From an optimization exercise on the open Yosys and OpenROAD flow, aimed at a short achievable clock period and few clock cycles; shortcuts taken in it are not production practice.
Only simulation tests tie the RTL to the original design; equivalence was not proved.
Power figures rest on the tool's default switching activity, not on a simulated workload.

Design mips_top, start of the top module:
module mips_top(clk, rst, imem_addr, imem_rdata, dmem_addr, dmem_we, dmem_wdata, dmem_rdata);
  input clk, rst;
  output [31:0] imem_addr;
  input [31:0] imem_rdata;
  output [31:0] dmem_addr;
  output dmem_we;
  output [31:0] dmem_wdata;
  input [31:0] dmem_rdata;
  wire [4:0] a1, a2, a3;
  wire we3;
  wire [31:0] wd3, rd1, rd2;
  mips_cpu cpu(clk, rst, imem_addr, imem_rdata, dmem_addr, dmem_rdata, dmem_we, dmem_wdata,
               a1, a2, a3, we3, wd3, rd1, rd2);
  register_file rf(clk, we3, a1, a2, a3, wd3, rd1, rd2);
endmodule
Size in the first run: ~1,300 flip-flops, roughly 160 I/O pins.
Settings: LEC_CHECK=0, ABC_CLOCK_PERIOD_IN_PS=2500, CAP_MARGIN=20, CORE_MARGIN=2, CORE_UTILIZATION=40, PLACE_DENSITY=0.6, SETUP_SLACK_MARGIN=5, SLEW_MARGIN=20; clock period 10.5 ns.
standard.sh (not shown) runs the stock make flow with config.mk's settings and CLKGATE_MAP_FILE= SYNTH_SCRIPT=/design/flow/synth_recipe.tcl, a recipe that flattens the netlist after the stock synthesis.
==> flow/flow/run.sh <==
#!/bin/bash
set -euo pipefail
MARGIN=$(cat flow/margin.txt)
bash standard.sh synth > synth_make.log 2>&1
bash standard.sh SETUP_SLACK_MARGIN=$MARGIN finish > layout_make.log 2>&1
==> flow/flow/margin.txt <==
7.4
The first run completed without violations.
Testbench counts at the start, summed over its fixed seeds: cycles 12,311.
Edit:
==> flow/run.sh (new file) <==
#!/bin/bash
# synth_recipe.tcl (not shown) runs the flow's synth.tcl, then flattens the netlist and writes it again
# the make line also repeats each setting of config.mk as NAME=value (left out here)
make -C /OpenROAD-flow-scripts/flow DESIGN_CONFIG=/design/flow/config.mk WORK_HOME=/design/flow/orfs CLKGATE_MAP_FILE= SYNTH_SCRIPT=/design/flow/synth_recipe.tcl finish
removed: flow/flow/run.sh
removed: flow/flow/margin.txt
removed: flow/standard.sh
The new run finished with timing, DRC and antenna clean.
Final area goes down by 7.7%.
Die area does not change.
Combinational power goes down by 29%.
Sequential power barely changes.
Global-route usage goes down by 1.9 points.
Cell count goes down by 4.1%.
Clock skew goes up by 4.9 ps.
Worst setup slack gets worse by 810 ps.

## rev 12
The RTL this note starts from:
==> flow/design.v <==
module alu(srca, srcb, sub, sel_and, sel_or, sel_slt, aluresult);
  input [31:0] srca, srcb;
  input sub, sel_and, sel_or, sel_slt;
  output [31:0] aluresult;
  wire [31:0] sum = srca + (srcb ^ {32{sub}}) + {31'd0, sub};
  wire lt = (srca[31] ^ srcb[31]) ? srca[31] : sum[31];
  assign aluresult = sel_and ? (srca & srcb) :
                     sel_or  ? (srca | srcb) :
                     sel_slt ? {31'd0, lt} : sum;
endmodule
module control_unit(opcode, funct, is_r, is_addi, is_lw, is_sw, is_beq, sub, sel_and, sel_or, sel_slt);
  input [5:0] opcode, funct;
  output is_r, is_addi, is_lw, is_sw, is_beq;
  output sub, sel_and, sel_or, sel_slt;
  assign is_r    = opcode == 6'b000000;
  assign is_addi = opcode == 6'b001000;
  assign is_lw   = opcode == 6'b100011;
  assign is_sw   = opcode == 6'b101011;
  assign is_beq  = opcode == 6'b000100;
  assign sub     = is_r && (funct == 6'b100010 || funct == 6'b101010);
  assign sel_and = is_r && funct == 6'b100100;
  assign sel_or  = is_r && funct == 6'b100101;
  assign sel_slt = is_r && funct == 6'b101010;
endmodule
module register_file(clk, we3, a1, a2, a3, wd3, rd1, rd2);
  input clk, we3;
  input [4:0] a1, a2, a3;
  input [31:0] wd3;
  output [31:0] rd1, rd2;
  reg [31:0] regs [1:31];
  always @(posedge clk)
    if (we3 && a3 != 5'd0)
      regs[a3] <= wd3;
  assign rd1 = (a1 == 5'd0) ? 32'd0 : regs[a1];
  assign rd2 = (a2 == 5'd0) ? 32'd0 : regs[a2];
endmodule
module mips_cpu(clk, rst, instruction_memory_a, instruction_memory_rd, data_memory_a, data_memory_rd, data_memory_we, data_memory_wd,
                register_a1, register_a2, register_a3, register_we3, register_wd3, register_rd1, register_rd2);
  input clk, rst;
  output data_memory_we;
  output [31:0] instruction_memory_a, data_memory_a, data_memory_wd;
  input [31:0] instruction_memory_rd, data_memory_rd;
  output register_we3;
  output [4:0] register_a1, register_a2, register_a3;
  output [31:0] register_wd3;
  input [31:0] register_rd1, register_rd2;
  reg  [31:0] pc;
  wire [31:0] pc4 = pc + 32'd4;
  assign instruction_memory_a = pc;
  reg         v_d;
  reg  [31:0] ir_d;
  reg  [31:0] pc4_d;
  wire [4:0]  rs = ir_d[25:21], rt = ir_d[20:16], rd = ir_d[15:11];
  wire is_r, is_addi, is_lw, is_sw, is_beq, sub_d, and_d, or_d, slt_d;
  control_unit cu(ir_d[31:26], ir_d[5:0], is_r, is_addi, is_lw, is_sw, is_beq, sub_d, and_d, or_d, slt_d);
  wire [31:0] imm_d = {{16{ir_d[15]}}, ir_d[15:0]};
  wire [31:0] tgt_d = pc4_d + {imm_d[29:0], 2'b00};
  wire [4:0]  dst_d = is_r ? rd : rt;
  wire        wr_d  = v_d & (is_r | is_addi | is_lw) & (dst_d != 5'd0);
  wire        beq_static = v_d & is_beq & (rs == rt);
  wire        beq_dyn    = v_d & is_beq & (rs != rt);
  wire        use_rs = is_r | is_addi | is_lw | is_sw | (is_beq & (rs != rt));
  wire        use_rt = is_r | is_sw | (is_beq & (rs != rt));
  reg  [31:0] a_e, b_e, sd_e, tgt_e;
  reg         wr_e, ld_e, st_e, br_e, mem_e;
  reg  [4:0]  rd_e;
  reg         sub_e, and_e, or_e, slt_e;
  reg  [31:0] res_m, addr_m, sd_m;
  reg         wr_m, ld_m, st_m;
  reg  [4:0]  rd_m;
  wire [31:0] alu_e;
  alu alu1(a_e, b_e, sub_e, and_e, or_e, slt_e, alu_e);
  wire taken_e = br_e & (a_e == b_e);
  wire [31:0] res_m_val = ld_m ? data_memory_rd : res_m;
  assign data_memory_a  = addr_m;
  assign data_memory_wd = sd_m;
  assign data_memory_we = st_m;
  assign register_we3 = wr_m;
  assign register_a3  = rd_m;
  assign register_wd3 = res_m_val;
  assign register_a1 = rs;
  assign register_a2 = rt;
  wire [31:0] rs_val = (wr_e && rd_e == rs) ? alu_e :
                       (wr_m && rd_m == rs) ? res_m_val : register_rd1;
  wire [31:0] rt_val = (wr_e && rd_e == rt) ? alu_e :
                       (wr_m && rd_m == rt) ? res_m_val : register_rd2;
  wire stall = ld_e & wr_e & v_d & ((use_rs & rd_e == rs) | (use_rt & rd_e == rt));
  always @(posedge clk) begin
    if (rst) begin
      pc <= 32'd0;
      v_d <= 1'b0;
      wr_e <= 1'b0; ld_e <= 1'b0; st_e <= 1'b0; br_e <= 1'b0; mem_e <= 1'b0;
      wr_m <= 1'b0; ld_m <= 1'b0; st_m <= 1'b0;
    end else begin
      if (taken_e) begin
        pc <= tgt_e;
        v_d <= 1'b0;
      end else if (stall) begin
        pc <= pc;
      end else if (beq_static) begin
        pc <= tgt_d;
        v_d <= 1'b0;
      end else begin
        pc <= pc4;
        v_d <= 1'b1;
      end
      if (taken_e || stall) begin
        wr_e <= 1'b0; ld_e <= 1'b0; st_e <= 1'b0; br_e <= 1'b0; mem_e <= 1'b0;
      end else begin
        wr_e <= wr_d;
        ld_e <= v_d & is_lw;
        st_e <= v_d & is_sw;
        br_e <= beq_dyn;
        mem_e <= v_d & (is_lw | is_sw);
      end
      wr_m <= wr_e;
      ld_m <= ld_e;
      st_m <= st_e;
    end
  end
  always @(posedge clk) begin
    if (!stall) begin
      ir_d  <= instruction_memory_rd;
      pc4_d <= pc4;
    end
    a_e   <= rs_val;
    b_e   <= (is_addi | is_lw | is_sw) ? imm_d : rt_val;
    sd_e  <= rt_val;
    tgt_e <= tgt_d;
    rd_e  <= dst_d;
    sub_e <= sub_d | is_beq;
    and_e <= and_d;
    or_e  <= or_d;
    slt_e <= slt_d;
    res_m <= alu_e;
    rd_m  <= rd_e;
    sd_m  <= sd_e;
    if (mem_e) addr_m <= alu_e;
  end
endmodule
module mips_top(clk, rst, imem_addr, imem_rdata, dmem_addr, dmem_we, dmem_wdata, dmem_rdata);
  input clk, rst;
  output [31:0] imem_addr;
  input [31:0] imem_rdata;
  output [31:0] dmem_addr;
  output dmem_we;
  output [31:0] dmem_wdata;
  input [31:0] dmem_rdata;
  wire [4:0] a1, a2, a3;
  wire we3;
  wire [31:0] wd3, rd1, rd2;
  mips_cpu cpu(clk, rst, imem_addr, imem_rdata, dmem_addr, dmem_rdata, dmem_we, dmem_wdata,
               a1, a2, a3, we3, wd3, rd1, rd2);
  register_file rf(clk, we3, a1, a2, a3, wd3, rd1, rd2);
endmodule
==> flow/config.mk <==
export PLATFORM = sky130hd
export DESIGN_NAME = mips_top
export DESIGN_NICKNAME = mips_top
export VERILOG_FILES = /design/flow/design.v
export SDC_FILE = /design/flow/constraint.sdc
export NUM_CORES = 4
export LEC_CHECK = 0
export ABC_CLOCK_PERIOD_IN_PS = 2500
export CAP_MARGIN = 20
export CORE_MARGIN = 2
export CORE_UTILIZATION = 40
export PLACE_DENSITY = 0.6
export SETUP_SLACK_MARGIN = 5
export SLEW_MARGIN = 20
==> flow/constraint.sdc <==
create_clock -name core_clock -period 10.5 [get_ports {clk}]
set_input_delay 2.1000 -clock core_clock [delete_from_list [all_inputs] [get_ports {clk}]]
set_output_delay 2.1000 -clock core_clock [all_outputs]
set_load 0.01 [all_outputs]
==> flow/flow/run.sh <==
#!/bin/bash
set -euo pipefail
MARGIN=$(cat flow/margin.txt)
bash standard.sh synth > synth_make.log 2>&1
bash standard.sh SETUP_SLACK_MARGIN=$MARGIN finish > layout_make.log 2>&1
==> flow/flow/margin.txt <==
7.0
No stage failed in rev 12, and the final checks on the layout all came back clean.
Testbench counts of rev 12, summed over its fixed seeds: cycles 13,220.
Here is what was changed in the inputs of rev 13 compared with rev 12.
==> flow/run.sh (new file) <==
#!/bin/bash
# synth_recipe.tcl (not shown) runs the flow's synth.tcl, then flattens the netlist and writes it again
# the make line also repeats each setting of config.mk as NAME=value (left out here)
make -C /OpenROAD-flow-scripts/flow DESIGN_CONFIG=/design/flow/config.mk WORK_HOME=/design/flow/orfs CLKGATE_MAP_FILE= SYNTH_SCRIPT=/design/flow/synth_recipe.tcl finish
removed: flow/flow/run.sh
removed: flow/flow/margin.txt
removed: flow/standard.sh
Findings:
Rev 13 ran to completion and came out clean on the timing, design-rule and antenna checks. Fraction of power consumed by sequential logic for rev 13: 0.6 points up relative to rev 12. Number of violations of the max-capacitance limit came out exactly the same in rev 13 and rev 12. Summary of rev 13 over rev 12: pin count of the biggest net entering global routing rose by 46; power per unit of standard cell area rose by 0.63%; final worst-path cycle share rose by 7.7 points; cell area fell by 1.8%.

## static timing again, ports no longer ideal
The flow's constraints put no driver on any port. The routed layouts listed below were extracted and timed again, unchanged, in two steps. Step 1: set_driving_cell puts a clkbuf_16 on clk and a buf_2 on each other input, an assumption about the parent block. Step 2 adds t to the input delays and takes it off the output delays; t is the mean of the earliest and latest rising clock arrival at the registers after step 1. Input paths then give back, and output paths get back, about the clock's delay inside the block. Three values: ideal ports, drivers, drivers and shift; two values: the first two.
run | t (ns) | slack for setup (ns) | hold slack, ns | clock arrival spread, ns | worst data-port slew with drivers (ns)
the first run of note 1 | 0.883 | 6.036 / 6.074 / 5.192 | 0.324 / 0.324 / 0.324 | 0.031 / 0.031 | 0.16
the second run of note 1 | 0.869 | 5.230 / 5.283 / 4.414 | 0.304 / 0.304 / 0.304 | 0.038 / 0.039 | 0.14
rev 12 | 0.861 | 6.921 / 6.829 / 6.191 | 0.325 / 0.325 / 0.325 | 0.043 / 0.043 | 0.09
rev 13 | 0.865 | 6.107 / 6.107 / 5.980 | 0.325 / 0.325 / 0.325 | 0.039 / 0.039 | 0.07
After both steps setup and hold are still met in every run listed. For the first run of note 1, which loses most, drivers alone change the setup slack by +0.038 ns; drivers and shift together by -0.844 ns.
